This design comes from an exercise in tuning for small area, a short achievable clock period and few clock cycles on the open sky130 flow, not from production work.
Function was checked by simulation only, so behaviour that the tests miss may differ from the original.
Power is estimated from default activity; no workload was simulated.

## design.v

```verilog
module mips54(
input clk,
input rst,
output [31:0] pc,
input [31:0] inst,
output [31:0] dmem_addr,
output dmem_we,
output [3:0] dmem_wstrb,
output [31:0] dmem_wdata,
input [31:0] dmem_rdata
);
localparam C_ADD = 0, C_SUB = 1, C_SLT = 2, C_SLTU = 3, C_AND = 4, C_OR = 5,
           C_XOR = 6, C_NOR = 7, C_LUI = 8, C_SLL = 9, C_SRL = 10, C_SRA = 11,
           C_VAR = 12, C_CLZ = 13, C_LINK = 14, C_MFHI = 15, C_MFLO = 16,
           C_MFC0 = 17, C_MTHI = 18, C_MTLO = 19, C_MULT = 20, C_MULTU = 21,
           C_DIV = 22, C_DIVU = 23, C_BEQ = 24, C_BNE = 25, C_BGEZ = 26,
           C_J = 27, C_JR = 28, C_SYSC = 29, C_BRK = 30, C_TEQ = 31,
           C_ERET = 32, C_MTC0 = 33, C_LD = 34, C_ST = 35, C_IMM = 36,
           C_ZIMM = 37, C_RWE = 38, C_SZH = 39, C_SZB = 40, C_LSG = 41,
           C_HL = 42, C_BR = 43, C_AR = 44, C_C0R = 45, NC = 46;
function [NC+4:0] decode(input [31:0] i);    
  reg [5:0] op, fn;
  reg [4:0] rs, rt, rd, dest;
  reg [NC-1:0] c;
  reg rtype, wr_rd, wr_rt;
  begin
    op = i[31:26]; fn = i[5:0]; rs = i[25:21]; rt = i[20:16]; rd = i[15:11];
    rtype = (op == 6'h00);
    c = {NC{1'b0}};
    c[C_ADD]  = (rtype & (fn == 6'h20 | fn == 6'h21)) | op == 6'h08 | op == 6'h09;
    c[C_SUB]  = rtype & (fn == 6'h22 | fn == 6'h23);
    c[C_SLT]  = (rtype & fn == 6'h2a) | op == 6'h0a;
    c[C_SLTU] = (rtype & fn == 6'h2b) | op == 6'h0b;
    c[C_AND]  = (rtype & fn == 6'h24) | op == 6'h0c;
    c[C_OR]   = (rtype & fn == 6'h25) | op == 6'h0d;
    c[C_XOR]  = (rtype & fn == 6'h26) | op == 6'h0e;
    c[C_NOR]  = rtype & fn == 6'h27;
    c[C_LUI]  = op == 6'h0f;
    c[C_SLL]  = rtype & (fn == 6'h00 | fn == 6'h04);
    c[C_SRL]  = rtype & (fn == 6'h02 | fn == 6'h06);
    c[C_SRA]  = rtype & (fn == 6'h03 | fn == 6'h07);
    c[C_VAR]  = rtype & (fn == 6'h04 | fn == 6'h06 | fn == 6'h07);
    c[C_CLZ]  = op == 6'h1c;
    c[C_LINK] = op == 6'h03 | (rtype & fn == 6'h09);
    c[C_MFHI] = rtype & fn == 6'h10;
    c[C_MFLO] = rtype & fn == 6'h12;
    c[C_MFC0] = op == 6'h10 & rs == 5'b00000;
    c[C_MTHI] = rtype & fn == 6'h11;
    c[C_MTLO] = rtype & fn == 6'h13;
    c[C_MULT] = rtype & fn == 6'h18;
    c[C_MULTU]= rtype & fn == 6'h19;
    c[C_DIV]  = rtype & fn == 6'h1a;
    c[C_DIVU] = rtype & fn == 6'h1b;
    c[C_BEQ]  = op == 6'h04;
    c[C_BNE]  = op == 6'h05;
    c[C_BGEZ] = op == 6'h01;
    c[C_J]    = op == 6'h02 | op == 6'h03;
    c[C_JR]   = rtype & (fn == 6'h08 | fn == 6'h09);
    c[C_SYSC] = rtype & fn == 6'h0c;
    c[C_BRK]  = rtype & fn == 6'h0d;
    c[C_TEQ]  = rtype & fn == 6'h34;
    c[C_ERET] = op == 6'h10 & rs == 5'b10000;
    c[C_MTC0] = op == 6'h10 & rs == 5'b00100;
    c[C_LD]   = op == 6'h20 | op == 6'h21 | op == 6'h23 | op == 6'h24 | op == 6'h25;
    c[C_ST]   = op == 6'h28 | op == 6'h29 | op == 6'h2b;
    c[C_IMM]  = op == 6'h08 | op == 6'h09 | op == 6'h0a | op == 6'h0b |
                op == 6'h0c | op == 6'h0d | op == 6'h0e | c[C_LD] | c[C_ST];
    c[C_ZIMM] = op == 6'h0c | op == 6'h0d | op == 6'h0e;
    c[C_SZH]  = op == 6'h21 | op == 6'h25 | op == 6'h29;
    c[C_SZB]  = op == 6'h20 | op == 6'h24 | op == 6'h28;
    c[C_LSG]  = op == 6'h20 | op == 6'h21;
    c[C_BR]   = op == 6'h04 | op == 6'h05 | op == 6'h01;
    c[C_AR]   = c[C_ADD] | c[C_SUB] | c[C_SLT] | c[C_SLTU];
    c[C_C0R]  = c[C_MFC0] | c[C_ERET] | c[C_SYSC] | c[C_BRK] | c[C_TEQ];
    c[C_HL]   = c[C_MFHI] | c[C_MFLO] | c[C_MTHI] | c[C_MTLO];
    wr_rd = rtype & (fn == 6'h20 | fn == 6'h21 | fn == 6'h22 | fn == 6'h23 |
                     fn == 6'h24 | fn == 6'h25 | fn == 6'h26 | fn == 6'h27 |
                     fn == 6'h2a | fn == 6'h2b | fn == 6'h00 | fn == 6'h02 |
                     fn == 6'h03 | fn == 6'h04 | fn == 6'h06 | fn == 6'h07 |
                     fn == 6'h09 | fn == 6'h10 | fn == 6'h12) | c[C_CLZ];
    wr_rt = op == 6'h08 | op == 6'h09 | op == 6'h0a | op == 6'h0b | op == 6'h0c |
            op == 6'h0d | op == 6'h0e | op == 6'h0f | c[C_LD] | c[C_MFC0];
    dest = (rtype | op == 6'h1c | c[C_MTC0]) ? rd : (op == 6'h03) ? 5'd31 : rt;
    c[C_RWE]  = (wr_rd & (rd != 5'd0)) | (wr_rt & (rt != 5'd0)) | op == 6'h03;
    decode = {dest, c};
  end
endfunction
function [31:0] onehot32(input [4:0] i);
  onehot32 = 32'b1 << i;
endfunction
function [31:0] rdport(input [1023:0] q, input [31:0] sel);
  integer j;
  begin
    rdport = 32'b0;
    for (j = 0; j < 32; j = j + 1)
      rdport = rdport | (q[j*32 +: 32] & {32{sel[j]}});
  end
endfunction
reg [31:0] pc_r;         
wire [31:0] pc_f = pc_r ^ 32'h00400000;    
reg [31:0] npc_x;        
reg        x_erx;        
reg [31:0] ir;           
reg [NC-1:0] xc;         
reg [4:0]  x_dest;
reg [31:0] xs, xt;       
reg        xfsa, xfta;   
reg        xfsr, xftr;   
reg        x_c0st;       
reg        x_lu;         
reg        m_we;
reg [31:0] m_addr;
reg [3:0]  m_strb;
reg [31:0] m_wdata;
reg        m_rwe;        
reg [4:0]  m_rd;
reg [31:0] m_res;        
reg [31:0] m_ar;         
reg        m_sar;        
reg        m_c0w;        
reg        m_ld;
reg        m_szh, m_szb, m_lsg;
reg [31:1] gv;           
reg [31:0] cv;           
reg        hv, lv;       
reg [31:0] hi, lo;
reg        md_busy;
assign pc = pc_f;
assign dmem_addr = m_addr;
assign dmem_we = m_we;
assign dmem_wstrb = m_strb;
assign dmem_wdata = m_wdata;
wire [15:0] ld_h = m_addr[1] ? dmem_rdata[31:16] : dmem_rdata[15:0];
wire [7:0]  ld_b = m_addr[0] ? ld_h[15:8] : ld_h[7:0];
wire [31:0] ld_val = m_szb ? {{24{m_lsg & ld_b[7]}}, ld_b} :
                     m_szh ? {{16{m_lsg & ld_h[15]}}, ld_h} : dmem_rdata;
wire [31:0] wb_data = m_ld ? ld_val : m_sar ? m_ar : m_res;
wire [31:0] wb_sel = m_rwe ? onehot32(m_rd) : 32'b0;
wire [1023:0] gq;
assign gq[31:0] = 32'b0;
genvar gi;
generate for (gi = 1; gi < 32; gi = gi + 1) begin : GPR
  reg [31:0] r;
  always @(posedge clk)
    if (wb_sel[gi]) r <= wb_data;
  assign gq[gi*32 +: 32] = r;
end endgenerate
wire [31:0] gv_next = {gv, 1'b0} | {wb_sel[31:1], 1'b0};
always @(posedge clk or posedge rst)
  if (rst) gv <= 31'b0;
  else gv <= gv_next[31:1];
wire x_add = xc[C_ADD], x_sub = xc[C_SUB], x_slt = xc[C_SLT], x_sltu = xc[C_SLTU];
wire x_and = xc[C_AND], x_or = xc[C_OR], x_xor = xc[C_XOR], x_nor = xc[C_NOR];
wire x_lui = xc[C_LUI], x_sll = xc[C_SLL], x_srl = xc[C_SRL], x_sra = xc[C_SRA];
wire x_var = xc[C_VAR], x_clz = xc[C_CLZ], x_link = xc[C_LINK];
wire x_mfhi = xc[C_MFHI], x_mflo = xc[C_MFLO], x_mfc0 = xc[C_MFC0];
wire x_mthi = xc[C_MTHI], x_mtlo = xc[C_MTLO];
wire x_mult = xc[C_MULT], x_multu = xc[C_MULTU], x_div = xc[C_DIV], x_divu = xc[C_DIVU];
wire x_beq = xc[C_BEQ], x_bne = xc[C_BNE], x_bgez = xc[C_BGEZ];
wire x_j = xc[C_J], x_jr = xc[C_JR];
wire x_sysc = xc[C_SYSC], x_brk = xc[C_BRK], x_teq = xc[C_TEQ];
wire x_eret = xc[C_ERET], x_mtc0 = xc[C_MTC0];
wire x_ld = xc[C_LD], x_st = xc[C_ST], x_imm = xc[C_IMM], x_zimm = xc[C_ZIMM];
wire x_rwe = xc[C_RWE], x_szh = xc[C_SZH], x_szb = xc[C_SZB], x_lsg = xc[C_LSG];
wire x_hl = xc[C_HL], x_br = xc[C_BR], x_ar = xc[C_AR], x_c0r = xc[C_C0R];
wire md_stall = md_busy & x_hl & ~(md_lok & x_mflo);
wire stall = x_lu | md_stall | x_c0st;
wire [31:0] va = rdport(gq, xs) | ({32{xfsa}} & m_ar) | ({32{xfsr}} & m_res);
wire [31:0] vb = rdport(gq, xt) | ({32{xfta}} & m_ar) | ({32{xftr}} & m_res);
wire [15:0] imm = ir[15:0];
wire [31:0] immx = {{16{imm[15] & ~x_zimm}}, imm};
wire [31:0] opb = x_imm ? immx : vb;
function [32:0] ksadd(input [31:0] a, input [31:0] b, input ci);
  reg [31:0] g, p, gn, pn;
  integer lv, j;
  begin
    g = a & b;
    p = a ^ b;
    g[0] = g[0] | (p[0] & ci);
    for (lv = 1; lv < 32; lv = lv * 2) begin
      gn = g; pn = p;
      for (j = lv; j < 32; j = j + 1) begin
        gn[j] = g[j] | (p[j] & g[j-lv]);
        pn[j] = p[j] & p[j-lv];
      end
      g = gn; p = pn;
    end
    ksadd = {g[31], (a ^ b) ^ {g[30:0], ci}};
  end
endfunction
wire [32:0] sum_c = ksadd(va, opb, 1'b0);
wire [31:0] sum = sum_c[31:0];
wire [32:0] dif_c = ksadd(va, ~opb, 1'b1);
wire [32:0] dif = {~dif_c[32], dif_c[31:0]};
wire lt_u = dif[32];
wire lt_s = (va[31] ^ opb[31]) ? va[31] : dif[31];
wire [4:0]  sh_n = x_var ? va[4:0] : ir[10:6];
wire sh_big = x_var & (|va[31:5]);
wire [31:0] shl = sh_big ? 32'b0 : (vb << sh_n);
wire [63:0] shr_x = {{32{x_sra & vb[31]}}, vb} >> sh_n;
wire [31:0] shr = sh_big ? {32{x_sra & vb[31]}} : shr_x[31:0];
function [5:0] clz32(input [31:0] x);
  integer j;
  reg found;
  begin
    clz32 = 6'd32;
    found = 1'b0;
    for (j = 31; j >= 0; j = j - 1)
      if (!found && x[j]) begin clz32 = 31 - j; found = 1'b1; end
  end
endfunction
wire [31:0] c0_wsel;
wire        c0_exc, c0_eret;
wire [4:0]  exc_code;
wire [31:0] status, epc;
wire [1023:0] cq;
generate for (gi = 0; gi < 32; gi = gi + 1) begin : CP0R
  reg [31:0] r;
  assign cq[gi*32 +: 32] = r;
  if (gi == 12) begin : ST
    always @(posedge clk)
      if (c0_exc) r <= status << 5;
      else if (c0_eret) r <= status >> 5;
      else if (c0_wsel[gi]) r <= m_wdata;
  end else if (gi == 13) begin : CA
    always @(posedge clk)
      if (c0_exc) r <= {25'b0, exc_code, 2'b00};
      else if (c0_wsel[gi]) r <= m_wdata;
  end else if (gi == 14) begin : EP
    always @(posedge clk)
      if (c0_exc) r <= npc_x;
      else if (c0_wsel[gi]) r <= m_wdata;
  end else begin : R
    always @(posedge clk)
      if (c0_wsel[gi]) r <= m_wdata;
  end
end endgenerate
wire [31:0] c0_rd = rdport(cq, onehot32(ir[15:11]) & cv);
assign status = cv[12] ? cq[12*32 +: 32] : 32'b0;
assign epc    = cv[14] ? cq[14*32 +: 32] : 32'b0;
always @(posedge clk or posedge rst)
  if (rst) cv <= 32'b0;
  else cv <= cv | c0_wsel | {17'b0, {3{c0_exc}}, 12'b0} | {19'b0, c0_eret, 12'b0};
wire eq = (va == vb);
wire br_taken = (x_beq & eq) | (x_bne & ~eq) | (x_bgez & ~va[31]);
wire exc = x_sysc | x_brk | (x_teq & eq);
assign exc_code = x_sysc ? 5'd8 : x_brk ? 5'd9 : 5'd13;
wire teq_exc = x_teq & eq;
wire redirect = ~stall & ((x_br & ~br_taken) | x_jr | teq_exc | x_erx);
wire [31:0] target = teq_exc ? 32'h00400004 :
                     x_erx ? epc :
                     x_jr ? va : npc_x;
wire [31:0] hi_v = hv ? hi : 32'b0;
wire [31:0] lo_v = lv ? lo : 32'b0;
wire [31:0] ar = x_sub ? dif[31:0] : x_add ? sum : {31'b0, (x_slt & lt_s) | (x_sltu & lt_u)};
wire [31:0] res =
    ({32{x_and}}  & (va & opb)) |
    ({32{x_or}}   & (va | opb)) |
    ({32{x_xor}}  & (va ^ opb)) |
    ({32{x_nor}}  & ~(va | opb)) |
    ({32{x_lui}}  & {imm, 16'b0}) |
    ({32{x_sll}}  & shl) |
    ({32{x_srl | x_sra}} & shr) |
    ({32{x_clz}}  & {26'b0, clz32(va)}) |
    ({32{x_link}} & npc_x) |
    ({32{x_mfhi}} & hi_v) |
    ({32{x_mflo}} & lo_v) |
    ({32{x_mfc0}} & c0_rd);
wire [NC+4:0] f_dec = decode(inst);
wire [NC-1:0] f_c = f_dec[NC-1:0];
wire [4:0] f_rs = stall ? ir[25:21] : inst[25:21];
wire [4:0] f_rt = stall ? ir[20:16] : inst[20:16];
wire nfs = ~stall & x_rwe & (x_dest == inst[25:21]);
wire nft = ~stall & x_rwe & (x_dest == inst[20:16]);
wire nc0 = ~stall & x_mtc0 & f_c[C_C0R];
wire nlu = ~stall & x_ld & x_rwe & ((x_dest == inst[25:21]) | (x_dest == inst[20:16]));
wire [31:0] pc4 = pc_f + 32'd4;
wire f_br = f_c[C_BR];
wire f_j  = f_c[C_J];
wire f_sc = f_c[C_SYSC] | f_c[C_BRK];
wire f_er = f_c[C_ERET] & ~(x_mtc0 | x_sysc | x_brk | x_teq | m_c0w);
wire fr = f_br | f_j | f_sc | f_er;
wire [31:0] f_bt = pc4 + {{14{inst[15]}}, inst[15:0], 2'b00};
wire [31:0] f_target = f_br ? f_bt :
                       f_j ? {pc4[31:28], inst[25:0], 2'b00} :
                       f_sc ? 32'h00400004 : epc;
always @(posedge clk or posedge rst)
  if (rst) begin
    pc_r <= 32'b0;
    xc <= {NC{1'b0}};
    x_lu <= 1'b0;
    x_c0st <= 1'b0;
    x_erx <= 1'b0;
  end else if (redirect) begin
    pc_r <= target ^ 32'h00400000;
    xc <= {NC{1'b0}};
    x_lu <= 1'b0;
    x_c0st <= 1'b0;
    x_erx <= 1'b0;
  end else if (!stall) begin
    pc_r <= (fr ? f_target : pc4) ^ 32'h00400000;
    xc <= f_c;
    x_lu <= nlu;
    x_c0st <= nc0;
    x_erx <= f_c[C_ERET] & ~f_er;
  end else begin
    x_lu <= 1'b0;
    x_c0st <= 1'b0;
  end
always @(posedge clk) begin
  if (!stall) begin
    ir <= inst;
    npc_x <= pc4;
    x_dest <= f_dec[NC+4:NC];
  end
  xs <= onehot32(f_rs) & gv_next & {32{~nfs}};
  xt <= onehot32(f_rt) & gv_next & {32{~nft}};
  xfsa <= nfs & x_ar;
  xfta <= nft & x_ar;
  xfsr <= nfs & ~x_ar;
  xftr <= nft & ~x_ar;
end
always @(posedge clk or posedge rst)
  if (rst) begin
    m_we <= 1'b0;
    m_rwe <= 1'b0;
    m_c0w <= 1'b0;
  end else begin
    m_we <= ~stall & x_st;
    m_rwe <= ~stall & x_rwe;
    m_c0w <= ~stall & x_mtc0;
  end
always @(posedge clk) begin
  m_addr <= sum;
  m_strb <= x_szb ? (4'b0001 << sum[1:0]) : x_szh ? (sum[1] ? 4'b1100 : 4'b0011) : 4'b1111;
  m_wdata <= x_szb ? {4{vb[7:0]}} : x_szh ? {2{vb[15:0]}} : vb;
  m_rd <= x_dest;
  m_res <= res;
  m_ar <= ar;
  m_sar <= x_ar;
  m_ld <= x_ld;
  m_szh <= x_szh;
  m_szb <= x_szb;
  m_lsg <= x_lsg;
end
assign c0_wsel = m_c0w ? onehot32(m_rd) : 32'b0;
assign c0_exc  = ~stall & exc;
assign c0_eret = ~stall & x_eret;
reg        md_div;
reg [4:0]  md_cnt;
reg [32:0] md_a;         
reg [33:0] md_a3;        
reg        md_sg, md_nq, md_nr, md_lok;
reg [34:0] md_s, md_c;
reg        md_ci;
reg [11:0] md_be;        
function [2:0] benc(input [2:0] b);
  benc = {b[2], (b[2] & ~b[1] & ~b[0]) | (~b[2] & b[1] & b[0]), b[1] ^ b[0]};
endfunction
function [11:0] benc4(input [7:0] b, input bp);
  benc4 = {benc(b[7:5]), benc(b[5:3]), benc(b[3:1]), benc({b[1:0], bp})};
endfunction
function [34:0] brow(input [32:0] a, input [2:0] e);
  reg [34:0] t;
  begin
    t = e[0] ? {{2{a[32]}}, a} : e[1] ? {a[32], a, 1'b0} : 35'b0;
    t = t ^ {35{e[2]}};
    brow = {~t[34], t[33:0]};
  end
endfunction
function [87:0] csa(input [43:0] x, input [43:0] y, input [43:0] z);
  csa = {(x & y) | (x & z) | (y & z), x ^ y ^ z};
endfunction
wire mlast = (md_cnt[1:0] == 2'd3);
wire [43:0] mr0 = {9'b0, md_s};
wire [43:0] mr1 = {9'b0, md_c};
wire [43:0] mr2 = {9'b0, brow(md_a, md_be[2:0])};
wire [43:0] mr3 = {7'b0, brow(md_a, md_be[5:3]), 2'b0};
wire [43:0] mr4 = {5'b0, brow(md_a, md_be[8:6]), 4'b0};
wire [43:0] mr5 = {3'b0, brow(md_a, md_be[11:9]), 6'b0};
wire [43:0] mr6 = {3'b0, (~md_sg & mlast & lo[7]) ? md_a : 33'b0, 7'b0, md_ci};
wire [43:0] mr7 = {37'b0, md_be[11], 1'b0, md_be[8], 1'b0, md_be[5], 1'b0, md_be[2]};
wire [87:0] ml1a = csa(mr0, mr1, mr2);
wire [87:0] ml1b = csa(mr3, mr4, mr5);
wire [87:0] ml2a = csa(ml1a[43:0], {ml1a[86:44], 1'b0}, ml1b[43:0]);
wire [87:0] ml2b = csa({ml1b[86:44], 1'b0}, mr6, mr7);
wire [87:0] ml3  = csa(ml2a[43:0], {ml2a[86:44], 1'b0}, ml2b[43:0]);
wire [87:0] ml4  = csa(ml3[43:0], {ml3[86:44], 1'b0}, {ml2b[86:44], 1'b0});
wire [43:0] ms = ml4[43:0];
wire [43:0] mc = {ml4[86:44], 1'b0};
wire [8:0]  mlow = {1'b0, ms[7:0]} + {1'b0, mc[7:0]};
wire [31:0] mhi = md_s[31:0] + md_c[31:0] + {31'b0, md_ci} + 32'haaaaaaac;
wire        dv_first = (md_cnt == 5'd0);
wire [33:0] dv_x  = {hi, lo[31:30]};
wire [35:0] dv_t1 = {2'b00, dv_x} - {3'b000, md_a[31:0]};
wire [35:0] dv_t2 = {2'b00, dv_x} - {2'b00, md_a[31:0], 1'b0};
wire [35:0] dv_t3 = {2'b00, dv_x} - {2'b00, md_a3};
wire        dv_d0 = (md_a[31:0] == 32'd0);
wire        dv_d1 = (md_a[31:0] == 32'd1);
wire        dv_g3 = dv_first ? (dv_d0 | (dv_d1 & dv_x[1:0] == 2'd3)) : ~dv_t3[35];
wire [31:0] dv_r3 = dv_first ? (dv_d0 ? dv_x[31:0] : 32'b0) : dv_t3[31:0];
wire [1:0]  dv_q  = dv_g3 ? 2'd3 : ~dv_t2[35] ? 2'd2 : ~dv_t1[35] ? 2'd1 : 2'd0;
wire [31:0] dv_r  = dv_g3 ? dv_r3 : ~dv_t2[35] ? dv_t2[31:0] :
                    ~dv_t1[35] ? dv_t1[31:0] : dv_x[31:0];
wire [31:0] abs_a = (x_div & va[31]) ? -va : va;
wire [31:0] abs_b = (x_div & vb[31]) ? -vb : vb;
wire md_go = ~stall & (x_mult | x_multu | x_div | x_divu);
wire md_end = md_busy & (md_div ? md_cnt[4] : md_cnt[2]);
always @(posedge clk or posedge rst)
  if (rst) begin
    md_busy <= 1'b0;
    md_lok <= 1'b0;
    hv <= 1'b0;
    lv <= 1'b0;
  end else begin
    if (md_go) md_busy <= 1'b1;
    else if (md_end) md_busy <= 1'b0;
    md_lok <= ~md_go & md_busy & ~md_div & mlast;
    if (md_go | (~stall & x_mthi)) hv <= 1'b1;
    if (md_go | (~stall & x_mtlo)) lv <= 1'b1;
  end
always @(posedge clk)
  if (md_go) begin
    if (x_mult | x_multu) begin
      lo <= vb;
      md_s <= 35'b0;
      md_c <= 35'b0;
      md_ci <= 1'b0;
      md_be <= benc4(vb[7:0], 1'b0);
    end else begin
      hi <= 32'b0;
      lo <= abs_a;
    end
  end else if (md_busy) begin
    if (!md_div) begin
      if (md_cnt[2]) hi <= mhi;
      else begin
        md_s <= ms[42:8];
        md_c <= mc[42:8];
        md_ci <= mlow[8];
        lo <= {mlow[7:0], lo[31:8]};
        md_be <= benc4(lo[15:8], lo[7]);
      end
    end else if (md_cnt[4]) begin
      if (md_nr) hi <= -hi;
      if (md_nq) lo <= -lo;
    end else begin
      hi <= dv_r;
      lo <= {lo[29:0], dv_q};
      if (dv_first) md_a3 <= {1'b0, md_a[31:0], 1'b0} + {2'b0, md_a[31:0]};
    end
  end else if (!stall) begin
    if (x_mthi) hi <= va;
    if (x_mtlo) lo <= va;
  end
always @(posedge clk)
  if (md_go) begin
    md_cnt <= 5'd0;
    md_div <= x_div | x_divu;
    md_sg <= x_mult;
    md_a <= (x_div | x_divu) ? {1'b0, abs_b} : {x_mult & va[31], va};
    md_nq <= x_div & (va[31] ^ vb[31]);
    md_nr <= x_div & va[31];
  end else if (md_busy) md_cnt <= md_cnt + 5'd1;
endmodule
```

## flow/run.sh

```bash
#!/bin/bash
# Standard ORFS layout (the standard.sh), with repair_timing aiming at a
# setup slack margin (shorter achieved period) and faster port buffers.
set -euo pipefail
bash standard.sh SETUP_SLACK_MARGIN=14.5 "BUFFER_PORTS_ARGS=-buffer_cell sky130_fd_sc_hd__buf_4" finish > flow_make.log 2>&1
```

## standard.sh

```bash
#!/bin/bash
# synth_recipe.tcl (not shown) runs the flow's synth.tcl, then flattens the netlist and writes it again
# the make line also repeats each setting of config.mk as NAME=value (left out here)
make -C /OpenROAD-flow-scripts/flow DESIGN_CONFIG=/design/flow/config.mk WORK_HOME=/design/flow/orfs CLKGATE_MAP_FILE= SYNTH_SCRIPT=/design/flow/synth_recipe.tcl "${@:-finish}"
```

## config.mk

```make
export PLATFORM = sky130hd
export DESIGN_NAME = mips54
export DESIGN_NICKNAME = mips54
export VERILOG_FILES = /design/flow/design.v
export SDC_FILE = /design/flow/constraint.sdc
export NUM_CORES = 8
export LEC_CHECK = 0
export CAP_MARGIN = 20
export CORE_MARGIN = 2
export CORE_UTILIZATION = 40
export SLEW_MARGIN = 20
```

## constraint.sdc

```tcl
create_clock -name core_clock -period 20.0 [get_ports {clk}]
set_input_delay 4.0000 -clock core_clock [delete_from_list [all_inputs] [get_ports {clk}]]
set_output_delay 4.0000 -clock core_clock [all_outputs]
set_load 0.01 [all_outputs]
```

==> results of run 1 <==
[state kept, by name, indices dropped and copies added, names as in the netlist, 32 cells and up]
register  cells
m_wdata      32
pc_r         32
md_c         34
lo           32
cv           32
npc_x        32
hi           32
m_res        32
md_a3        34
md_s         34
m_addr       32
md_a         33
CP0R.r     1024
GPR.r       992
xc           44
m_ar         32
[worst min path at each step]
stage / from / endpoint / slack [ns] / cells after the start
global route: xc[34] / m_ld / 0.45 / 0
floorplan: xc[41] / m_lsg / 0.35 / 0
CTS: xc[34] / m_ld / 0.43 / 0
global placement: xc[34] / m_ld / 0.41 / 0
finish: xc[34] / m_ld / 0.44 / 0
detailed placement: xc[34] / m_ld / 0.42 / 0
[metal layers]
layer  vias up  part of all wire (%)  GRT usage, %  routed length, um
met5         -                 0.097        0.6431                727
met1     60372                    35         50.85             258900
met2     12283                    39         57.18             294900
li1      46391                     -             -                  -
met3      3475                    16         17.68             119700
met4        72                   9.8         30.55              73540
[cells in the final DEF, fill, tap and decap left out, types with 77 or more instances in the layout]
cell type  netlist  layout
nand3_1        287     274
xor2_1         160     160
mux2i_1        201     201
buf_12           0      96
a22oi_1       1310    1282
buf_6            0     101
nand2_1        714     703
buf_4           42     699
nor4_1          96      77
nor3_1         229     222
dfxtp_4          0      78
xnor2_1        349     344
a211oi_1        98      92
clkbuf_16        0     317
inv_1          514     507
edfxtp_1      2263    2263
a31oi_1        104      94
dfxtp_1        245     133
and3_1         117      85
a22o_1         175     175
fa_1           175     172
dfrtp_1        149     123
o21ai_0        375     331
a222oi_1        95      95
a221oi_1       238     224
ha_1           406     373
and2_1         107     104
nor2_1         614     541
a21oi_1        500     467
nand4_1        269     269
[cell type report]
cell class	instances	area [sq um]	area share (%)
flip-flops and latches	2657	76960	47.22
diodes	67	167.7	0.1029
repair buffers	994	10900	6.689
multi-input cells	7665	57510	35.29
well taps	4536	5675	3.482
clock inverters	165	1593	0.9773
clock buffers	380	8155	5.004
inverters	532	2017	1.238
[per-stage QoR]
| step | instance area [sq um] | worst slack, ns | util (%) |
|---|---|---|---|
| finish | 163000 | 14.09 | 47.89 |
| global route | 162800 | 14.03 | 47.84 |
| CTS | 160300 | 14.14 | 47.12 |
| detailed placement | 144900 | 12.83 | 42.58 |
| global placement | 144800 | 12.66 | 42.55 |
| floorplan | 137500 | 13.51 | - |
[power by group]
part           switching [uW]  leakage [uW]  internal [uW]
clock network            2470       0.00477           3150
logic                    2040        0.0293           1170
registers                 276        0.0249           6290
[critical path, cell delays in order]
cell and delay (ns):
buf_12 0.10, ha_4 0.16, fa_2 0.37, a21o_1 0.18, a21oi_2 0.18, o21ai_2 0.12, a21oi_4 0.25, a311oi_4 0.14
o41a_1 0.40, a21o_1 0.21, nor4b_2 0.22, o21ai_1 0.09, a211o_1 0.28, o311ai_2 0.08
[kinds of logic (layout without fill, tap and decap cells)]
logic type               Yosys count  in the layout  share of synthesized area, %
AO/OA/AOI/OAI                   3515           3515                         18.43
XOR/XNOR                         509            509                         3.256
adder cells (fa/ha/maj)          581            581                         6.268
buffers and inverters           1370           2071                         3.972
flip-flops                      2657           2657                         55.93
multiplexers                     290            290                         2.267
other                              0             67                             0
AND/OR/NAND/NOR                 2767           2770                         9.878
[what timing repair did]
item | 4_1_cts | 5_1_grt
gates resized for setup | 625 | 201
hold buffers | 0 | 0
setup buffers | 225 | 137
endpoints found under the setup margin | 349 | 418
pin swaps | 74 | 110
gates cloned | 49 | 12
==> impl_metrics.toml, run 1 <==
[outcome]
status = "finished clean"

[layout]
stdcell_count = 16996
final_nets = 12795
fillCellCount = 30132
final_layout_size_suffix_gt1_share_pct = 17.49
syn2layout_area_growth_pct = 19.02

[floorplan]
io_pins = 167
die_w_um = 589.1
die-area_sq_um = 347000
fp.coreArea_sq_um = 340300
num_rows = 214
start_util_pct = 40.24
die_h_um = 589.1

[clocking]
clkLatencyLatePin_ns = 1.01
clockBufferDepth = 4
cts_sinks = 2657
cts_inserted_buffers = 298
htreeDepth = 5
tritoncts = "built"
clk_pin_slew_worst_paths_ns = 0.06
clockRootBuffer = "clkbuf_16"

[timing]
worst_pin_slew_ns = 1.339
setup_violations = 0
max_slew_margin_pct = 9.776
min_period_ns = 5.908
hold_ws_ns = 0.4407
fin_crit_sh_pct = 29.54
finalMaxSlewViolations = 0
final_hold_viol_count = 0
rsz0062_at_grt = "true"
finClkSkew_ns = 0.1379
fmax_mhz = 169.3
setup_tns_ns = 0

[yosys]
syn_area_sq_um = 136900
synth.top_cells.by_count = "edfxtp_1 (2263), a22oi_1 (1310), nand2_1 (714), nor2_1 (614), clkbuf_1 (607)"
syn_nets = 12336
synth_top_area_share_pct = 49.63
synth_edf_count = 2263
yosysMostFrequentCell = "edfxtp_1"
synth_cells = 11689
ys_seq_area_share_pct = 55.93
syn_avg_cell_area_sq_um = 11.71
synth-warning-count = 1
synth_cell_types = 96
synth.area.top_cells = "edfxtp_1 (50%), a22oi_1 (7.2%), ha_1 (3.7%), dfxtp_1 (3.6%), dfrtp_1 (2.7%)"
synth_seq_cells = 2657
async_flop_share_pct = 5.608
yosysTopAreaCell = "edfxtp_1"
synth_flop_cell = "edfxtp_1"

[worst_setup_path]
crit_start = "inst[0]"
r2r_slack_ns = 14.12
worstPathRequired_ns = 20.88
cp-end-kind = "flip-flop"
cp-start-kind = "input port"
critPathKind = "input port to flip-flop"
rr_endpoint = "m_res[20]"
r2r-start = "ir[12]"
r2r_cells = 11
critPathMaxFanout = 3
crit_path_end = "pc_r[30]"
critPathArrivalTime_ns = 6.79

[routing]
wl_mm = 747.8
first_pass_iters = 14
drc = 0
wl_per_cell_um = 44.00
viasPerCell = 7.213
route.vias.total = 122593
dr.first_iter.drc_count = 24184
antenna_left = 0

[placed_design]
portBuffers = 166
placedCellCount = 15954
place.gp.congestion = 1.038
dp_hpwl_mm = 454.0

[grt]
grt_max_degree = 137
gr-total-overflow = 0
grt_pass1_wl_mm = 982.4
grt_usage_pct = 41.26
antenna_found_initial = 82
grt_pass1_vias = 112295

[pwr]
p_leak_uw = 0.05892
p_per_area_nw_per_um2 = 94.43
power_uw = 15390
ir_drop_uv = 112.8

[min_path]
min_path_type = "flip-flop to flip-flop"

[job]
cap_violations = 0
Testbench counts, summed over its fixed seeds: cycles 115,418.
==> inputs of run 2 (changes only) <==
--- a/design.v
+++ b/design.v
@@ -100,6 +100,7 @@
 wire [31:0] pc_f = pc_r ^ 32'h00400000;    
 reg [31:0] npc_x;        
 reg        x_erx;        
+reg [31:0] x_c0s;        
 reg [31:0] ir;           
 reg [NC-1:0] xc;         
 reg [4:0]  x_dest;
@@ -117,6 +118,7 @@
 reg [31:0] m_res;        
 reg [31:0] m_ar;         
 reg        m_sar;        
+reg        m_slt, m_sltu, m_cy, m_sx, m_sa;   
 reg        m_c0w;        
 reg        m_ld;
 reg        m_szh, m_szb, m_lsg;
@@ -125,6 +127,8 @@
 reg        hv, lv;       
 reg [31:0] hi, lo;
 reg        md_busy;
+reg        md_hcs;       
+wire [31:0] mhi;
 assign pc = pc_f;
 assign dmem_addr = m_addr;
 assign dmem_we = m_we;
@@ -134,7 +138,9 @@
 wire [7:0]  ld_b = m_addr[0] ? ld_h[15:8] : ld_h[7:0];
 wire [31:0] ld_val = m_szb ? {{24{m_lsg & ld_b[7]}}, ld_b} :
                      m_szh ? {{16{m_lsg & ld_h[15]}}, ld_h} : dmem_rdata;
-wire [31:0] wb_data = m_ld ? ld_val : m_sar ? m_ar : m_res;
+wire        m_lt  = m_sltu ? m_cy : m_sx ? m_sa : m_ar[31];
+wire [31:0] m_arv = (m_slt | m_sltu) ? {31'b0, m_lt} : m_ar;
+wire [31:0] wb_data = m_ld ? ld_val : m_sar ? m_arv : m_res;
 wire [31:0] wb_sel = m_rwe ? onehot32(m_rd) : 32'b0;
 wire [1023:0] gq;
 assign gq[31:0] = 32'b0;
@@ -163,10 +169,10 @@
 wire x_ld = xc[C_LD], x_st = xc[C_ST], x_imm = xc[C_IMM], x_zimm = xc[C_ZIMM];
 wire x_rwe = xc[C_RWE], x_szh = xc[C_SZH], x_szb = xc[C_SZB], x_lsg = xc[C_LSG];
 wire x_hl = xc[C_HL], x_br = xc[C_BR], x_ar = xc[C_AR], x_c0r = xc[C_C0R];
-wire md_stall = md_busy & x_hl & ~(md_lok & x_mflo);
+wire md_stall = md_busy & x_hl;
 wire stall = x_lu | md_stall | x_c0st;
-wire [31:0] va = rdport(gq, xs) | ({32{xfsa}} & m_ar) | ({32{xfsr}} & m_res);
-wire [31:0] vb = rdport(gq, xt) | ({32{xfta}} & m_ar) | ({32{xftr}} & m_res);
+wire [31:0] va = rdport(gq, xs) | ({32{xfsa}} & m_arv) | ({32{xfsr}} & m_res);
+wire [31:0] vb = rdport(gq, xt) | ({32{xfta}} & m_arv) | ({32{xftr}} & m_res);
 wire [15:0] imm = ir[15:0];
 wire [31:0] immx = {{16{imm[15] & ~x_zimm}}, imm};
 wire [31:0] opb = x_imm ? immx : vb;
@@ -192,8 +198,6 @@
 wire [31:0] sum = sum_c[31:0];
 wire [32:0] dif_c = ksadd(va, ~opb, 1'b1);
 wire [32:0] dif = {~dif_c[32], dif_c[31:0]};
-wire lt_u = dif[32];
-wire lt_s = (va[31] ^ opb[31]) ? va[31] : dif[31];
 wire [4:0]  sh_n = x_var ? va[4:0] : ir[10:6];
 wire sh_big = x_var & (|va[31:5]);
 wire [31:0] shl = sh_big ? 32'b0 : (vb << sh_n);
@@ -235,7 +239,7 @@
       if (c0_wsel[gi]) r <= m_wdata;
   end
 end endgenerate
-wire [31:0] c0_rd = rdport(cq, onehot32(ir[15:11]) & cv);
+wire [31:0] c0_rd = rdport(cq, x_c0s & cv);
 assign status = cv[12] ? cq[12*32 +: 32] : 32'b0;
 assign epc    = cv[14] ? cq[14*32 +: 32] : 32'b0;
 always @(posedge clk or posedge rst)
@@ -246,13 +250,14 @@
 wire exc = x_sysc | x_brk | (x_teq & eq);
 assign exc_code = x_sysc ? 5'd8 : x_brk ? 5'd9 : 5'd13;
 wire teq_exc = x_teq & eq;
-wire redirect = ~stall & ((x_br & ~br_taken) | x_jr | teq_exc | x_erx);
+wire [31:0] br_target = npc_x + {{14{imm[15]}}, imm, 2'b00};
+wire redirect = ~stall & (br_taken | x_jr | teq_exc | x_erx);
 wire [31:0] target = teq_exc ? 32'h00400004 :
                      x_erx ? epc :
-                     x_jr ? va : npc_x;
-wire [31:0] hi_v = hv ? hi : 32'b0;
+                     x_jr ? va : br_target;
+wire [31:0] hi_v = ~hv ? 32'b0 : md_hcs ? mhi : hi;
 wire [31:0] lo_v = lv ? lo : 32'b0;
-wire [31:0] ar = x_sub ? dif[31:0] : x_add ? sum : {31'b0, (x_slt & lt_s) | (x_sltu & lt_u)};
+wire [31:0] ar = x_add ? sum : dif[31:0];
 wire [31:0] res =
     ({32{x_and}}  & (va & opb)) |
     ({32{x_or}}   & (va | opb)) |
@@ -275,30 +280,30 @@
 wire nc0 = ~stall & x_mtc0 & f_c[C_C0R];
 wire nlu = ~stall & x_ld & x_rwe & ((x_dest == inst[25:21]) | (x_dest == inst[20:16]));
 wire [31:0] pc4 = pc_f + 32'd4;
-wire f_br = f_c[C_BR];
 wire f_j  = f_c[C_J];
 wire f_sc = f_c[C_SYSC] | f_c[C_BRK];
 wire f_er = f_c[C_ERET] & ~(x_mtc0 | x_sysc | x_brk | x_teq | m_c0w);
-wire fr = f_br | f_j | f_sc | f_er;
-wire [31:0] f_bt = pc4 + {{14{inst[15]}}, inst[15:0], 2'b00};
-wire [31:0] f_target = f_br ? f_bt :
-                       f_j ? {pc4[31:28], inst[25:0], 2'b00} :
-                       f_sc ? 32'h00400004 : epc;
+wire fr = f_j | f_sc | f_er;
+wire [31:0] f_other = f_j ? {pc4[31:28], inst[25:0], 2'b00} :
+                      f_sc ? 32'h00400004 : epc;
+wire [31:0] pc_base = redirect ? target : stall ? pc_f :
+                      (f_j | f_sc | f_er) ? f_other : pc4;
+wire [31:0] pc_next = pc_base;
+always @(posedge clk or posedge rst)
+  if (rst) pc_r <= 32'b0;
+  else pc_r <= pc_next ^ 32'h00400000;
 always @(posedge clk or posedge rst)
   if (rst) begin
-    pc_r <= 32'b0;
     xc <= {NC{1'b0}};
     x_lu <= 1'b0;
     x_c0st <= 1'b0;
     x_erx <= 1'b0;
   end else if (redirect) begin
-    pc_r <= target ^ 32'h00400000;
     xc <= {NC{1'b0}};
     x_lu <= 1'b0;
     x_c0st <= 1'b0;
     x_erx <= 1'b0;
   end else if (!stall) begin
-    pc_r <= (fr ? f_target : pc4) ^ 32'h00400000;
     xc <= f_c;
     x_lu <= nlu;
     x_c0st <= nc0;
@@ -310,6 +315,7 @@
 always @(posedge clk) begin
   if (!stall) begin
     ir <= inst;
+    x_c0s <= onehot32(inst[15:11]);
     npc_x <= pc4;
     x_dest <= f_dec[NC+4:NC];
   end
@@ -338,6 +344,11 @@
   m_res <= res;
   m_ar <= ar;
   m_sar <= x_ar;
+  m_slt <= x_slt;
+  m_sltu <= x_sltu;
+  m_cy <= dif[32];
+  m_sx <= va[31] ^ opb[31];
+  m_sa <= va[31];
   m_ld <= x_ld;
   m_szh <= x_szh;
   m_szb <= x_szb;
@@ -349,8 +360,8 @@
 reg        md_div;
 reg [4:0]  md_cnt;
 reg [32:0] md_a;         
-reg [33:0] md_a3;        
-reg        md_sg, md_nq, md_nr, md_lok;
+reg        md_nrm;       
+reg        md_sg, md_nq, md_nr, md_nb;    
 reg [34:0] md_s, md_c;
 reg        md_ci;
 reg [11:0] md_be;        
@@ -389,33 +400,33 @@
 wire [43:0] ms = ml4[43:0];
 wire [43:0] mc = {ml4[86:44], 1'b0};
 wire [8:0]  mlow = {1'b0, ms[7:0]} + {1'b0, mc[7:0]};
-wire [31:0] mhi = md_s[31:0] + md_c[31:0] + {31'b0, md_ci} + 32'haaaaaaac;
-wire        dv_first = (md_cnt == 5'd0);
+assign mhi = md_s[31:0] + md_c[31:0] + {31'b0, md_ci} + 32'haaaaaaac;
+wire [33:0] md_a3 = md_s[33:0];    
+wire [5:0]  dv_lz0 = clz32(lo ^ {32{md_nr}});
+wire [5:0]  dv_lz = (md_a[31:0] == 32'd0) ? 6'd0 : dv_lz0 - {5'b0, md_nr};
+wire [31:0] dv_na = md_nr ? -lo : lo;
+wire [31:0] dv_nb = md_nb ? -md_a[31:0] : md_a[31:0];
 wire [33:0] dv_x  = {hi, lo[31:30]};
 wire [35:0] dv_t1 = {2'b00, dv_x} - {3'b000, md_a[31:0]};
 wire [35:0] dv_t2 = {2'b00, dv_x} - {2'b00, md_a[31:0], 1'b0};
 wire [35:0] dv_t3 = {2'b00, dv_x} - {2'b00, md_a3};
-wire        dv_d0 = (md_a[31:0] == 32'd0);
-wire        dv_d1 = (md_a[31:0] == 32'd1);
-wire        dv_g3 = dv_first ? (dv_d0 | (dv_d1 & dv_x[1:0] == 2'd3)) : ~dv_t3[35];
-wire [31:0] dv_r3 = dv_first ? (dv_d0 ? dv_x[31:0] : 32'b0) : dv_t3[31:0];
+wire        dv_g3 = ~dv_t3[35];
 wire [1:0]  dv_q  = dv_g3 ? 2'd3 : ~dv_t2[35] ? 2'd2 : ~dv_t1[35] ? 2'd1 : 2'd0;
-wire [31:0] dv_r  = dv_g3 ? dv_r3 : ~dv_t2[35] ? dv_t2[31:0] :
+wire [31:0] dv_r  = dv_g3 ? dv_t3[31:0] : ~dv_t2[35] ? dv_t2[31:0] :
                     ~dv_t1[35] ? dv_t1[31:0] : dv_x[31:0];
-wire [31:0] abs_a = (x_div & va[31]) ? -va : va;
-wire [31:0] abs_b = (x_div & vb[31]) ? -vb : vb;
 wire md_go = ~stall & (x_mult | x_multu | x_div | x_divu);
-wire md_end = md_busy & (md_div ? md_cnt[4] : md_cnt[2]);
+wire md_end = md_busy & (md_div ? md_cnt[4] : mlast);
 always @(posedge clk or posedge rst)
   if (rst) begin
     md_busy <= 1'b0;
-    md_lok <= 1'b0;
+    md_hcs <= 1'b0;
     hv <= 1'b0;
     lv <= 1'b0;
   end else begin
     if (md_go) md_busy <= 1'b1;
     else if (md_end) md_busy <= 1'b0;
-    md_lok <= ~md_go & md_busy & ~md_div & mlast;
+    if (md_go | (~stall & x_mthi)) md_hcs <= 1'b0;
+    else if (md_end & ~md_div) md_hcs <= 1'b1;
     if (md_go | (~stall & x_mthi)) hv <= 1'b1;
     if (md_go | (~stall & x_mtlo)) lv <= 1'b1;
   end
@@ -429,25 +440,24 @@
       md_be <= benc4(vb[7:0], 1'b0);
     end else begin
       hi <= 32'b0;
-      lo <= abs_a;
+      lo <= va;
     end
   end else if (md_busy) begin
     if (!md_div) begin
-      if (md_cnt[2]) hi <= mhi;
-      else begin
-        md_s <= ms[42:8];
-        md_c <= mc[42:8];
-        md_ci <= mlow[8];
-        lo <= {mlow[7:0], lo[31:8]};
-        md_be <= benc4(lo[15:8], lo[7]);
-      end
+      md_s <= ms[42:8];
+      md_c <= mc[42:8];
+      md_ci <= mlow[8];
+      lo <= {mlow[7:0], lo[31:8]};
+      md_be <= benc4(lo[15:8], lo[7]);
     end else if (md_cnt[4]) begin
       if (md_nr) hi <= -hi;
       if (md_nq) lo <= -lo;
+    end else if (md_nrm) begin
+      lo <= dv_na << {dv_lz[5:1], 1'b0};
+      md_s <= {1'b0, dv_nb, 1'b0} + {2'b0, dv_nb};
     end else begin
       hi <= dv_r;
       lo <= {lo[29:0], dv_q};
-      if (dv_first) md_a3 <= {1'b0, md_a[31:0], 1'b0} + {2'b0, md_a[31:0]};
     end
   end else if (!stall) begin
     if (x_mthi) hi <= va;
@@ -456,10 +466,16 @@
 always @(posedge clk)
   if (md_go) begin
     md_cnt <= 5'd0;
+    md_nrm <= x_div | x_divu;
     md_div <= x_div | x_divu;
     md_sg <= x_mult;
-    md_a <= (x_div | x_divu) ? {1'b0, abs_b} : {x_mult & va[31], va};
+    md_a <= (x_div | x_divu) ? {1'b0, vb} : {x_mult & va[31], va};
+    md_nb <= x_div & vb[31];
     md_nq <= x_div & (va[31] ^ vb[31]);
     md_nr <= x_div & va[31];
-  end else if (md_busy) md_cnt <= md_cnt + 5'd1;
+  end else if (md_busy) begin
+    md_nrm <= 1'b0;
+    if (md_nrm) md_a <= {1'b0, dv_nb};
+    md_cnt <= md_nrm ? dv_lz[5:1] : md_cnt + 5'd1;
+  end
 endmodule
==> flow/run.sh (replaced) <==
#!/bin/bash
# Standard ORFS layout (the standard.sh) with: repair_timing aiming at a
# setup slack margin (shorter achieved period), faster port buffers, denser
# placement and somewhat larger clock-tree sink clusters.
set -euo pipefail
bash standard.sh SETUP_SLACK_MARGIN=14.5 "BUFFER_PORTS_ARGS=-buffer_cell sky130_fd_sc_hd__buf_4" \
  CORE_UTILIZATION=60 PLACE_DENSITY=0.75 CTS_CLUSTER_SIZE=25 CTS_CLUSTER_DIAMETER=60 \
  finish > flow_make.log 2>&1
==> run 2 against run 1 <==
Effect of this change: the flow now stops in 5_1_grt; synthesized area grew 1.9%; synthesized cell count grew 3.7%.
==> impl_metrics.toml, run 2 <==
[yosys]
synth_edf_count = 2263
syn_area_sq_um = 139500
synth_seq_cells = 2659
async_flop_share_pct = 5.528
yosysMostFrequentCell = "edfxtp_1"
syn_nets = 12749
syn_avg_cell_area_sq_um = 11.51
synth_cells = 12125
synth_top_area_share_pct = 48.71
synth.top_cells.by_count = "edfxtp_1 (2263), a22oi_1 (1365), nand2_1 (766), nor2_1 (732), clkbuf_1 (579)"
yosysTopAreaCell = "edfxtp_1"
synth_flop_cell = "edfxtp_1"
synth.area.top_cells = "edfxtp_1 (49%), a22oi_1 (7.3%), dfxtp_1 (3.6%), ha_1 (3.4%), dfrtp_1 (2.6%)"
synth-warning-count = 1
ys_seq_area_share_pct = 54.92
synth_cell_types = 110

[outcome]
stop_stage = "5_1_grt"
stop_error = "[ERROR GRT-0232] Routing congestion too high. Check the congestion heatmap in the GUI."
status = "aborted with a tool error"

[timing]
endpoint_type = "primary output"
worst_endpoint = "pc[22]"

[clocking]
clockBufferDepth = 3
cts_inserted_buffers = 179
clockRootBuffer = "clkbuf_16"
htreeDepth = 4
cts_sinks = 2659

[grt]
antenna_found_initial = 107
grt_usage_pct = 72.04
gr-total-overflow = 112
grt_max_degree = 125

[placed_design]
placed_cell_area_sq_um = 145100
place.gp.congestion = 1.127
dp_hpwl_mm = 459.1
portBuffers = 166
placedCellCount = 14879

[floorplan]
die_w_um = 486.2
io_pins = 167
die_h_um = 486.2
start_util_pct = 60.17
num_rows = 177
==> run 2: kinds of logic after synthesis <==
logic type	count (synthesis)	share of synthesized area, %
buffers and inverters	1394	4.203
xor gates and xnor gates	509	3.195
and+or+nand+nor	3011	10.63
adders and majority gates	558	5.940
AOI/OAI and AO/OA	3736	19.14
muxes	258	1.974
DFF	2659	54.92
==> run 2: worst max-delay path by stage <==
stage	cells past startpoint	slack, ns	start	end
4_1_cts	1	14.40	pc_r[2]	pc[2]
3_5_place_dp	15	12.65	xs[2]	CP0R[12].r[22]
3_3_place_gp	15	12.92	xs[2]	CP0R[12].r[24]
2_1_floorplan	1	14.15	rst	asynchronous set/reset pin
==> run 2: timing repair <==
item,4_1_cts
cloned,34
setup endpoints to repair,446
hold endpoints to repair,0
hold buffers,0
gates resized for setup,492
pin swaps,24
buffers inserted,149
==> run 2: power by group through the flow <==
stage	logic (uW)	clock network (uW)	registers, uW
floorplan	1630	0	6670
detailed placement	2900	0	6830
CTS	3350	4140	6700
global placement	2850	0	6820
==> run 2: stage by stage <==
step	setup WS (ns)	utilization [%]
detailed placement	12.65	62.60
floorplan	14.15	-
global placement	12.92	62.59
CTS	14.40	67.14
==> run 2: per-layer routing <==
metal,GRT overflow,global-route usage (%)
met1,14,77.44
met2,26,84.84
met3,12,57.81
met4,60,63.42
met5,0,31.78
Testbench counts of run 2, summed over its fixed seeds: cycles 118,561.
==> inputs of run 3 (changes only) <==
--- a/design.v
+++ b/design.v
@@ -128,6 +128,8 @@
 reg [31:0] hi, lo;
 reg        md_busy;
 reg        md_hcs;       
+reg        md_dvh, md_dvl;   
+reg        md_nr, md_nq;
 wire [31:0] mhi;
 assign pc = pc_f;
 assign dmem_addr = m_addr;
@@ -250,13 +252,12 @@
 wire exc = x_sysc | x_brk | (x_teq & eq);
 assign exc_code = x_sysc ? 5'd8 : x_brk ? 5'd9 : 5'd13;
 wire teq_exc = x_teq & eq;
-wire [31:0] br_target = npc_x + {{14{imm[15]}}, imm, 2'b00};
-wire redirect = ~stall & (br_taken | x_jr | teq_exc | x_erx);
+wire redirect = ~stall & ((x_br & ~br_taken) | x_jr | teq_exc | x_erx);
 wire [31:0] target = teq_exc ? 32'h00400004 :
                      x_erx ? epc :
-                     x_jr ? va : br_target;
-wire [31:0] hi_v = ~hv ? 32'b0 : md_hcs ? mhi : hi;
-wire [31:0] lo_v = lv ? lo : 32'b0;
+                     x_jr ? va : npc_x;
+wire [31:0] hi_v = ~hv ? 32'b0 : md_hcs ? mhi : (md_dvh & md_nr) ? -hi : hi;
+wire [31:0] lo_v = ~lv ? 32'b0 : (md_dvl & md_nq) ? -lo : lo;
 wire [31:0] ar = x_add ? sum : dif[31:0];
 wire [31:0] res =
     ({32{x_and}}  & (va & opb)) |
@@ -283,12 +284,34 @@
 wire f_j  = f_c[C_J];
 wire f_sc = f_c[C_SYSC] | f_c[C_BRK];
 wire f_er = f_c[C_ERET] & ~(x_mtc0 | x_sysc | x_brk | x_teq | m_c0w);
+wire f_br = f_c[C_BR];
 wire fr = f_j | f_sc | f_er;
 wire [31:0] f_other = f_j ? {pc4[31:28], inst[25:0], 2'b00} :
                       f_sc ? 32'h00400004 : epc;
 wire [31:0] pc_base = redirect ? target : stall ? pc_f :
                       (f_j | f_sc | f_er) ? f_other : pc4;
-wire [31:0] pc_next = pc_base;
+wire sel_bt = ~redirect & ~stall & f_br;
+wire [16:0] f_bl;
+add16c u_badd(.a(pc4[17:2]), .b(inst[15:0]), .s(f_bl));
+wire [13:0] f_ph = pc4[31:18];
+function [13:0] incdec14(input [13:0] x, input dn);    
+  integer j;
+  reg t;
+  begin
+    t = 1'b1;
+    for (j = 0; j < 14; j = j + 1) begin
+      incdec14[j] = x[j] ^ t;
+      t = t & (x[j] ^ dn);
+    end
+  end
+endfunction
+wire [13:0] f_pi = incdec14(f_ph, 1'b0);
+wire [13:0] f_pd = incdec14(f_ph, 1'b1);
+wire [13:0] f_x1 = sel_bt ? (inst[15] ? f_ph : f_pi) : pc_base[31:18];
+wire [13:0] f_x0 = sel_bt ? (inst[15] ? f_pd : f_ph) : pc_base[31:18];
+wire [31:0] pc_next;
+pcpick u_pick(.sb(sel_bt), .c(f_bl[16]), .bl(f_bl[15:0]), .x1(f_x1), .x0(f_x0),
+              .base(pc_base[17:0]), .pn(pc_next));
 always @(posedge clk or posedge rst)
   if (rst) pc_r <= 32'b0;
   else pc_r <= pc_next ^ 32'h00400000;
@@ -361,7 +384,7 @@
 reg [4:0]  md_cnt;
 reg [32:0] md_a;         
 reg        md_nrm;       
-reg        md_sg, md_nq, md_nr, md_nb;    
+reg        md_sg, md_nb;    
 reg [34:0] md_s, md_c;
 reg        md_ci;
 reg [11:0] md_be;        
@@ -415,11 +438,13 @@
 wire [31:0] dv_r  = dv_g3 ? dv_t3[31:0] : ~dv_t2[35] ? dv_t2[31:0] :
                     ~dv_t1[35] ? dv_t1[31:0] : dv_x[31:0];
 wire md_go = ~stall & (x_mult | x_multu | x_div | x_divu);
-wire md_end = md_busy & (md_div ? md_cnt[4] : mlast);
+wire md_end = md_busy & (~md_div ? mlast : md_nrm ? dv_lz[5] : (md_cnt == 5'd15));
 always @(posedge clk or posedge rst)
   if (rst) begin
     md_busy <= 1'b0;
     md_hcs <= 1'b0;
+    md_dvh <= 1'b0;
+    md_dvl <= 1'b0;
     hv <= 1'b0;
     lv <= 1'b0;
   end else begin
@@ -427,6 +452,10 @@
     else if (md_end) md_busy <= 1'b0;
     if (md_go | (~stall & x_mthi)) md_hcs <= 1'b0;
     else if (md_end & ~md_div) md_hcs <= 1'b1;
+    if (md_go | (~stall & x_mthi)) md_dvh <= 1'b0;
+    else if (md_end & md_div) md_dvh <= 1'b1;
+    if (md_go | (~stall & x_mtlo)) md_dvl <= 1'b0;
+    else if (md_end & md_div) md_dvl <= 1'b1;
     if (md_go | (~stall & x_mthi)) hv <= 1'b1;
     if (md_go | (~stall & x_mtlo)) lv <= 1'b1;
   end
@@ -449,9 +478,6 @@
       md_ci <= mlow[8];
       lo <= {mlow[7:0], lo[31:8]};
       md_be <= benc4(lo[15:8], lo[7]);
-    end else if (md_cnt[4]) begin
-      if (md_nr) hi <= -hi;
-      if (md_nq) lo <= -lo;
     end else if (md_nrm) begin
       lo <= dv_na << {dv_lz[5:1], 1'b0};
       md_s <= {1'b0, dv_nb, 1'b0} + {2'b0, dv_nb};
@@ -479,3 +505,23 @@
     md_cnt <= md_nrm ? dv_lz[5:1] : md_cnt + 5'd1;
   end
 endmodule
+module add16c(
+input [15:0] a,
+input [15:0] b,
+output [16:0] s
+);
+assign s = {1'b0, a} + {1'b0, b};
+endmodule
+module pcpick(
+input sb,
+input c,
+input [15:0] bl,
+input [13:0] x1,
+input [13:0] x0,
+input [17:0] base,
+output [31:0] pn
+);
+assign pn[1:0] = base[1:0];
+assign pn[17:2] = sb ? bl : base[17:2];
+assign pn[31:18] = c ? x1 : x0;
+endmodule
==> flow/run.sh (replaced) <==
#!/bin/bash
set -euo pipefail
bash standard.sh SETUP_SLACK_MARGIN=14.5 "BUFFER_PORTS_ARGS=-buffer_cell sky130_fd_sc_hd__buf_4" \
  CORE_UTILIZATION=45 PLACE_DENSITY=0.62 CTS_CLUSTER_SIZE=25 CTS_CLUSTER_DIAMETER=60 \
  finish > flow_make.log 2>&1
--- a/config.mk
+++ b/config.mk
@@ -9,3 +9,4 @@
 export CORE_MARGIN = 2
 export CORE_UTILIZATION = 40
 export SLEW_MARGIN = 20
+export SYNTH_HIERARCHICAL = 1
==> run 3 against run 2 <==
Effect of this change: the run now finishes clean; synthesized area grew 0.23%; synthesized cell count is essentially flat.
==> impl_metrics.toml, run 3 <==
[outcome]
status = "finished clean"

[yosys]
yosysMostFrequentCell = "edfxtp_1"
synth.area.top_cells = "edfxtp_1 (49%), a22oi_1 (7.8%), dfxtp_1 (3.6%), ha_1 (3.6%), dfrtp_1 (2.7%)"
synth_seq_cells = 2662
synth_edf_count = 2263
ys_seq_area_share_pct = 54.85
yosysTopAreaCell = "edfxtp_1"
syn_area_sq_um = 139800
syn_nets = 12766
synth_top_area_share_pct = 48.60
syn_avg_cell_area_sq_um = 11.53
synth_flop_cell = "edfxtp_1"
synth-warning-count = 7
synth_cell_types = 117
async_flop_share_pct = 5.635
synth_cells = 12129
synth.top_cells.by_count = "edfxtp_1 (2263), a22oi_1 (1452), nand2_1 (837), nor2_1 (696), clkbuf_1 (608)"

[timing]
rsz0062_at_grt = "true"
finClkSkew_ns = 0.07369
final_hold_viol_count = 0
fin_crit_sh_pct = 28.29
setup_tns_ns = 0
setup_ws_ns = 14.34
max_slew_margin_pct = 12.41
finalMaxSlewViolations = 0
setup_violations = 0
min_period_ns = 5.659
fmax_mhz = 176.7
worst_pin_slew_ns = 1.300

[clocking]
tritoncts = "built"
hold_buffers = 0
clk_pin_slew_worst_paths_ns = 0.09
clockBufferDepth = 4
cts_sinks = 2662
cts_inserted_buffers = 223
clockRootBuffer = "clkbuf_16"
clkLatencyLatePin_ns = 0.99
htreeDepth = 4

[grt]
grt_usage_pct = 45.70
grt_pass1_vias = 114398
gr-total-overflow = 0
grt_pass1_wl_mm = 989.7
antenna_found_initial = 50
grt_max_degree = 115

[floorplan]
fp.coreArea_sq_um = 309100
start_util_pct = 45.24
die_h_um = 561.4
die_w_um = 561.4
io_pins = 167
die-area_sq_um = 315200
num_rows = 204

[pwr]
cellInternalPower_uw = 9876
seq_power_share_pct = 45.0
p_sw_share_pct = 33.76
combPwrFrac_pct = 21.8
p_per_area_nw_per_um2 = 92.47
power_uw = 14910
p_leak_uw = 0.05765
power_frac_clock_pct = 33.3
power_switching_uw = 5033
ir_drop_uv = 104.7

[worst_setup_path]
cp-end-kind = "flip-flop"
r2r_cells = 19
critPathArrivalTime_ns = 6.49
worstPathRequired_ns = 20.84
cp-start-kind = "flip-flop"
critPathKind = "flip-flop to flip-flop"
critPathMaxFanout = 19

[placed_design]
place.gp.congestion = 1.023
dp_hpwl_mm = 470.8
portBuffers = 166
place_ws_ns = 13.17

[routing]
wl_mm = 745.0
route.vias.total = 122862
first_pass_iters = 10
viasPerCell = 7.358
antenna_left = 0
drc = 0
dr.first_iter.drc_count = 22869
wl_per_cell_um = 44.62

[layout]
top_register = "CP0R.r"
final_nets = 12975
final_layout_size_suffix_gt1_share_pct = 15.74
fillCellCount = 26686
mostFrequentLayoutCells = "edfxtp_1 (2263), a22oi_1 (1441), nand2_1 (826), nor2_1 (616), buf_4 (610)"
regArea_sq_um = 77120
final_common_cell = "edfxtp_1"
largest_registers = "CP0R.r x1024, GPR.r x992, xc x43"
multi_input_area_sq_um = 59910
largest_reg_flops = 1024
syn2layout_area_growth_pct = 15.30

[min_path]
hold_path_depth = 0
min_path_type = "flip-flop to flip-flop"

[job]
cap_violations = 0
run 3: changes by cell type after synthesis, sizes merged, moves of 26 or more:
cell / previous run / this run
a22oi: 1366 / 1452
nand2: 772 / 844
a221oi: 273 / 207
a22o: 209 / 152
mux2i: 184 / 240
nand2b: 92 / 48
nor2: 736 / 696
nand3: 229 / 191
nor2b: 102 / 72
clkbuf: 579 / 608
mux2: 67 / 95
o211ai: 51 / 77
run 3: path summary, 6_finish.rpt:
kind	start	to	slack, ns
min	xc[3]	m_sltu	0.39
max reg2reg	xs[27]	m_ar[30]	14.34
min reg2reg	xc[3]	m_sltu	0.39
max in group asynchronous	rst	md_busy	15.18
max	xs[27]	m_ar[30]	14.34
min in group asynchronous	rst	gv[14]	3.29
run 3: final cells by class:
| cell class | count | share of cell area, % |
|---|---|---|
| inverter | 517 | 1.218 |
| multi-input combinational | 8082 | 37.16 |
| tap | 4120 | 3.197 |
| clock inverter | 176 | 1.539 |
| sequential | 2662 | 47.83 |
| antenna | 45 | 0.06984 |
| clock buffer | 243 | 3.586 |
| timing repair buffer | 852 | 5.406 |
run 3: per-stage QoR:
| stage | std cells | instance area (sq um) | util (%) | hold slack [ns] |
|---|---|---|---|---|
| after floorplan | 12129 | 140400 | - | 0.3454 |
| after global placement | 15955 | 147100 | 47.59 | 0.3563 |
| after detailed placement | 15957 | 147100 | 47.60 | 0.3764 |
| after CTS | 16556 | 159500 | 51.59 | 0.3952 |
| after global routing | 16661 | 161100 | 52.13 | 0.4048 |
| final | 16697 | 161200 | 52.16 | 0.3894 |
run 3: per-module statistics from Yosys, one instance, submodules excluded:
module  copies in the design  cells inside  flip-flops and latches
mips54                     1         11984                    2662
pcpick                     1            35                       0
add16c                     1           110                       0
run 3: repair_timing:
item | 4_1_cts | 5_1_grt
pin swaps | 25 | 47
setup endpoints to repair | 559 | 375
gates resized for setup | 519 | 178
buffers inserted | 145 | 88
gates cloned | 35 | 6
run 3: routing by layer:
metal / global-route usage [%] / up-vias / wire length [um]
met5: 0 / - / 184
met4: 31.71 / 22 / 66290
met3: 16.42 / 2681 / 113900
met2: 63.09 / 11550 / 295900
met1: 59.54 / 61186 / 268600
li1: - / 47423 / -
run 3: critical path, stage by stage, from the launching register on:
cell        delay [ns]
dfxtp_4           0.65
buf_4             0.58
a22oi_1           0.22
nand4_1           0.22
nor4_4            0.10
nand2_2           0.08
buf_4             0.36
clkinvlp_4        0.43
fa_1              0.50
o21bai_1          0.21
a21oi_2           0.12
o21ai_1           0.30
a21o_1            0.24
a211o_1           0.22
a221oi_4          0.10
a31oi_2           0.29
a21oi_2           0.13
o41ai_2           0.31
o21ai_0           0.16
xor2_1            0.18
run 3: cells by family (layout without fill, tap and decap cells):
family | after synthesis | in the layout | share of synthesized area (%)
AO/OA/AOI/OAI | 3712 | 3715 | 18.84
XOR/XNOR | 511 | 511 | 3.201
adder cells (fa/ha/maj) | 571 | 571 | 6.043
buffers and inverters | 1392 | 1788 | 4.009
flip-flops | 2662 | 2662 | 54.85
multiplexers | 347 | 348 | 2.712
other | 0 | 45 | 0
AND/OR/NAND/NOR | 2934 | 2937 | 10.35
run 3: power groups by stage:
stage                     clock network [uW]  logic, uW  registers (uW)
after floorplan                            0       1430            6630
after global placement                     0       2620            6790
after detailed placement                   0       2620            6790
after CTS                               4950       3000            6680
after global routing                    5140       3310            6680
final                                   4960       3240            6710
Testbench counts of run 3, summed over its fixed seeds: cycles 113,788.

[what the ideal ports hide]
The results above use ideal ports. As a check the final layouts listed here were re-extracted and re-timed, cells and wires unchanged.
Step 1 sets driving cells, clkbuf_16 on the clock port and buf_2 on the other inputs (assumed; they add their load-dependent delay and slew).
Step 2 also shifts input and output timing later by t, the mid clock arrival at the registers, as if the neighbouring blocks saw the same clock.
a / b / c = ideal ports / drivers / drivers and shift; a / b = the first two.
| run | t (ns) | setup slack, ns | worst register clock-pin slew, ns |
|---|---|---|---|
| run 1 | 1.058 | 14.092 / 14.119 / 13.071 | 0.08 / 0.08 |
| run 3 | 1.059 | 14.341 / 14.271 / 13.548 | 0.10 / 0.10 |
After both steps every run listed still meets setup and hold. The setup slack of run 1, which loses most, moves by +0.027 ns with the drivers and by -1.021 ns with both steps.
